Background: an optimization exercise with open tools, aiming at small area. Do not read the settings as production practice.
RTL that was checked went through simulation tests only; none was proved equivalent to the original.
The clock port is modelled as an ideal driver, which makes a skipped or thinned clock tree look cheaper than it is; a real chip needs a root buffer or a tree.
Power figures rest on the tool's default switching activity, not on a simulated workload.

==> flow/design.v <==
module Segment_Selector (
    input wire [3:0] input_bits,     
    input wire dash,                 
    output wire [6:0] segments       
    );
    localparam [15:0] SEG_A = 16'hd7ed;
    localparam [15:0] SEG_B = 16'h279f;
    localparam [15:0] SEG_C = 16'h2ffb;
    localparam [15:0] SEG_D = 16'h796d;
    localparam [15:0] SEG_E = 16'hfd45;
    localparam [15:0] SEG_F = 16'hdf71;
    localparam [15:0] SEG_G = 16'hef7c;
    wire [6:0] hex = {SEG_G[input_bits], SEG_F[input_bits], SEG_E[input_bits], SEG_D[input_bits],
                      SEG_C[input_bits], SEG_B[input_bits], SEG_A[input_bits]};
    wire [6:0] raw_logic = dash ? 7'b1000000 : hex;
    assign segments = ~raw_logic;    
endmodule
module uart_full_ssd_display (
    input clk,                   
    input rst,                   
    input wire uart_rxd,         
    output wire uart_txd,        
    output wire [6:0] segments,  
    output wire [3:0] dig_sel    
    );
    function [8:0] rx_step(input [8:0] s);
        rx_step = {s[7:0], ~(s[8] ^ s[4])};
    endfunction
    function [8:0] tx_step(input [8:0] s);
        tx_step = {s[7:0], ~(s[8] ^ s[4])};
    endfunction
    function [15:0] sel_step(input [15:0] s);
        sel_step = {s[14:0], ~(s[15] ^ s[11] ^ s[2] ^ s[0])};
    endfunction
    localparam [8:0]  RX_SEED  = 9'b000000000;
    localparam [8:0]  RX_HALF  = 9'b001001101;
    localparam [8:0]  RX_END   = 9'b101101100;
    localparam [8:0]  TX_SEED  = 9'b000000000;
    localparam [8:0]  TX_ONE   = 9'b000000001;
    localparam [8:0]  TX_END   = 9'b101101100;
    localparam [15:0] SEL_SEED = 16'b1001111100110101;
    localparam [15:0] SEL_END  = 16'b1111100111111111;
    localparam [4:0]  DONE_W   = 5'd23;
    localparam [15:0] DONE_SEL = 16'b1111100111111110;
    localparam [8:0]  TX_PRE   = 9'b100000000;       
    localparam [8:0]  M9  = 9'b010101010;
    localparam [15:0] M16 = 16'b0101010101010101;
    localparam P_D6    = 4'd6;
    localparam P_STOP  = 4'd8;
    localparam P_IDLE  = 4'd9;
    localparam P_JUST  = 4'd11;
    localparam P_START = 4'd15;
    reg        rxd_0, rxd_1;
    reg [3:0]  rp;
    reg [8:0]  rcx;
    wire [8:0] rc = rcx ^ M9;
    reg [7:0]  rd;
    wire r_hi    = rc[8:1] == RX_HALF[8:1];
    wire r_half  = (RX_HALF[8:1] == RX_END[8:1]) ? r_hi & (rc[0] == RX_HALF[0]) : rc == RX_HALF;
    wire r_end   = (RX_HALF[8:1] == RX_END[8:1]) ? r_hi & (rc[0] == RX_END[0])  : rc == RX_END;
    wire r_data  = ~rp[3];
    wire r_stop  = rp == P_STOP;
    wire r_idle  = rp[3] & ~rp[2] & rp[0];   
    wire r_just  = r_idle & rp[1];           
    wire r_valid = r_stop & r_half;
    always @(posedge clk) begin
        if (~rst) begin
            rxd_0 <= 1'b1;
            rxd_1 <= 1'b1;
        end else begin
            rxd_0 <= uart_rxd;
            rxd_1 <= rxd_0;
        end
    end
    always @(posedge clk) begin
        if (~rst) begin
            rp  <= P_IDLE;
            rcx <= RX_SEED ^ M9;
        end else if (r_idle) begin
            rcx <= RX_SEED ^ M9;
            rp  <= rxd_1 ? P_IDLE : P_START;
        end else if (r_valid) begin
            rp  <= P_JUST;
            rcx <= RX_SEED ^ M9;
        end else if (r_end) begin
            rp  <= rp + 4'd1;
            rcx <= RX_SEED ^ M9;
        end else begin
            rcx <= rx_step(rc) ^ M9;
        end
    end
    always @(posedge clk) begin
        if (r_data & r_half) rd <= {rxd_1, rd[7:1]};
    end
    reg [7:0] last_byte;
    always @(posedge clk) begin
        if (r_valid) last_byte <= rd;
    end
    reg [3:0] tp;
    reg [8:0] tcx;
    wire [8:0] tc = tcx ^ M9;
    wire t_data = ~tp[3];
    wire t_idle = tp == P_IDLE;
    wire t_stop = tp == P_STOP;
    wire t_end  = tc == TX_END;
    always @(posedge clk) begin
        if (~rst) begin
            tp  <= P_IDLE;
            tcx <= TX_SEED ^ M9;
        end else if (t_idle) begin
            if (r_just) tp <= P_START;
        end else if (t_end) begin
            tp  <= tp + 4'd1;
            tcx <= (t_stop ? TX_ONE : (tp == P_D6) ? TX_PRE : TX_SEED) ^ M9;
        end else begin
            tcx <= tx_step(tc) ^ M9;
        end
    end
    assign uart_txd = t_data ? last_byte[tp[2:0]] : ~tp[2];
    reg [15:0] selx;
    wire [15:0] sel = selx ^ M16;
    reg [4:0]  w;          
    reg        done;       
    reg        dash;
    reg [3:0]  input_bits;
    wire s_hi     = sel[15:1] == SEL_END[15:1];
    wire wrap     = (SEL_END[15:1] == DONE_SEL[15:1]) ? s_hi & (sel[0] == SEL_END[0])  : sel == SEL_END;
    wire done_sel = (SEL_END[15:1] == DONE_SEL[15:1]) ? s_hi & (sel[0] == DONE_SEL[0]) : sel == DONE_SEL;
    always @(posedge clk) begin
        if (~rst) begin
            selx <= SEL_SEED ^ M16;
            w    <= 5'd0;
            done <= 1'b0;
            dash <= 1'b1;
        end else begin
            selx <= (wrap ? SEL_SEED : sel_step(sel)) ^ M16;
            if (wrap) w <= w + 5'd1;
            if (w == DONE_W && done_sel) done <= 1'b1;
            if (done & r_valid) dash <= 1'b0;
        end
    end
    always @(posedge clk) begin
        if (wrap)
            input_bits <= dash ? 4'd0 : (w[0] ? last_byte[7:4] : last_byte[3:0]);
    end
    wire started = done | (|w);
    assign dig_sel = {started, started, w[0], started & ~w[0]};
    Segment_Selector ssd_display (
        .input_bits(input_bits),
        .dash(dash),
        .segments(segments)
    );
endmodule
==> flow/config.mk <==
export PLATFORM = sky130hd
export DESIGN_NAME = uart_full_ssd_display
export DESIGN_NICKNAME = uart_full_ssd_display
export VERILOG_FILES = /design/flow/design.v
export SDC_FILE = /design/flow/constraint.sdc
export NUM_CORES = 4
export LEC_CHECK = 0
export CAP_MARGIN = 20
export CORE_MARGIN = 2
export CORE_UTILIZATION = 40
export SLEW_MARGIN = 20
==> flow/constraint.sdc <==
create_clock -name core_clock -period 20.0 [get_ports {clk}]
set_input_delay 4.0000 -clock core_clock [delete_from_list [all_inputs] [get_ports {clk}]]
set_output_delay 4.0000 -clock core_clock [all_outputs]
set_load 0.01 [all_outputs]
standard.sh (not shown) runs the stock make flow with config.mk's settings and CLKGATE_MAP_FILE= SYNTH_SCRIPT=/design/flow/synth_recipe.tcl, a recipe that flattens the netlist after the stock synthesis.
==> flow/flow/run.sh <==
#!/bin/bash
# The standard layout (standard.sh, standard synthesis included) with
# three changes, made through ORFS's own hooks and variables:
# - ports are buffered with the smallest buffer, buf_1 (BUFFER_PORTS_ARGS);
# - clock tree synthesis is replaced by flow/pre_cts.tcl: the clock port
#   drives four clkbuf_8, each driving a quarter of the flip-flops;
# - after clock tree synthesis, flow/post_cts.tcl swaps logic cells for the
#   smallest drive strength of the same function and repairs slew and load.
# standard.sh's full output goes to standard_flow.log; ORFS writes each
# step's log under orfs/logs/.
set -euo pipefail
export BUFFER_PORTS_ARGS="-buffer_cell sky130_fd_sc_hd__buf_1"
export PRE_CTS_TCL="$PWD/flow/pre_cts.tcl"
export POST_CTS_TCL="$PWD/flow/post_cts.tcl"
export CLOCK_BUF_CELL=sky130_fd_sc_hd__clkbuf_8
export CLOCK_BUF_GROUPS=4
bash standard.sh > standard_flow.log 2>&1
Other scripts of this flow, unchanged in this note and not shown: flow/flow/post_cts.tcl, flow/flow/pre_cts.tcl
==> next run, changes <==
--- a/flow/design.v
+++ b/flow/design.v
@@ -9,10 +9,17 @@
     localparam [15:0] SEG_D = 16'h796d;
     localparam [15:0] SEG_E = 16'hfd45;
     localparam [15:0] SEG_F = 16'hdf71;
     localparam [15:0] SEG_G = 16'hef7c;
-    wire [6:0] hex = {SEG_G[input_bits], SEG_F[input_bits], SEG_E[input_bits], SEG_D[input_bits],
-                      SEG_C[input_bits], SEG_B[input_bits], SEG_A[input_bits]};
+    wire [15:0] digit;
+    genvar d;
+    generate
+        for (d = 0; d < 16; d = d + 1) begin : dec
+            assign digit[d] = input_bits == d;
+        end
+    endgenerate
+    wire [6:0] hex = {|(digit & SEG_G), |(digit & SEG_F), |(digit & SEG_E), |(digit & SEG_D),
+                      |(digit & SEG_C), |(digit & SEG_B), |(digit & SEG_A)};
     wire [6:0] raw_logic = dash ? 7'b1000000 : hex;
     assign segments = ~raw_logic;    
 endmodule
 module uart_full_ssd_display (
@@ -23,19 +30,19 @@
     output wire [6:0] segments,  
     output wire [3:0] dig_sel    
     );
     function [8:0] rx_step(input [8:0] s);
-        rx_step = {s[7:0], ~(s[8] ^ s[4])};
+        rx_step = {s[7:0], ~(s[8] ^ s[3])};
     endfunction
     function [8:0] tx_step(input [8:0] s);
         tx_step = {s[7:0], ~(s[8] ^ s[4])};
     endfunction
     function [15:0] sel_step(input [15:0] s);
         sel_step = {s[14:0], ~(s[15] ^ s[11] ^ s[2] ^ s[0])};
     endfunction
-    localparam [8:0]  RX_SEED  = 9'b000000000;
-    localparam [8:0]  RX_HALF  = 9'b001001101;
-    localparam [8:0]  RX_END   = 9'b101101100;
+    localparam [8:0]  RX_SEED  = 9'b000111000;
+    localparam [8:0]  RX_HALF  = 9'b011100010;
+    localparam [8:0]  RX_END   = 9'b011000010;
     localparam [8:0]  TX_SEED  = 9'b000000000;
     localparam [8:0]  TX_ONE   = 9'b000000001;
     localparam [8:0]  TX_END   = 9'b101101100;
     localparam [15:0] SEL_SEED = 16'b1001111100110101;
What happened:
- total power stays flat
- utilization is lower by 1.1 points
- clock skew hardly moves
- final area is lower by 3.4%
- hold slack is worse by 0.0040 ns
- sequential cell count does not change
- area after synthesis is lower by 2.2%
- setup slack is better by 0.076 ns
- combinational power stays flat
- clock power stays flat
- first-iteration DRC count is higher by 58%
- global-route usage is about the same
- fmax is higher by 1.3%
- sequential power stays flat
Function not checked in the first run of this note: the RTL went through the layout flow alone. In every run of this note, the design's own scripts or RTL, not TritonCTS, make the clock network.

[static timing again, ports no longer ideal]
Ports are ideal in the flow. The routed layouts listed here were re-timed in OpenROAD.
Step 1 (the two cells are an assumption about what drives the block):
set clk [get_ports {clk}]
set_driving_cell -lib_cell sky130_fd_sc_hd__clkbuf_16 $clk
set_driving_cell -lib_cell sky130_fd_sc_hd__buf_2 [delete_from_list [all_inputs] $clk]
Step 2 moves the port delays by t, midway between the first and last clock arrival at a register: inputs arrive t later, outputs are due t later. That takes back most of the time a late clock gives input paths.
Slacks: no drivers / after step 1 / after step 2; pairs: no drivers / after step 1.
run | t, ns | setup WS [ns] | latest minus earliest clock arrival (ns) | worst data-port slew with drivers (ns) | pins driven straight from the clock port
the first run | 0.217 | 14.197 / 14.138 / 14.355 | 0.010 / 0.010 | 0.03 | 4
the second run | 0.215 | 14.273 / 14.214 / 14.429 | 0.012 / 0.012 | 0.03 | 4
After both steps setup and hold are still met in every run listed.
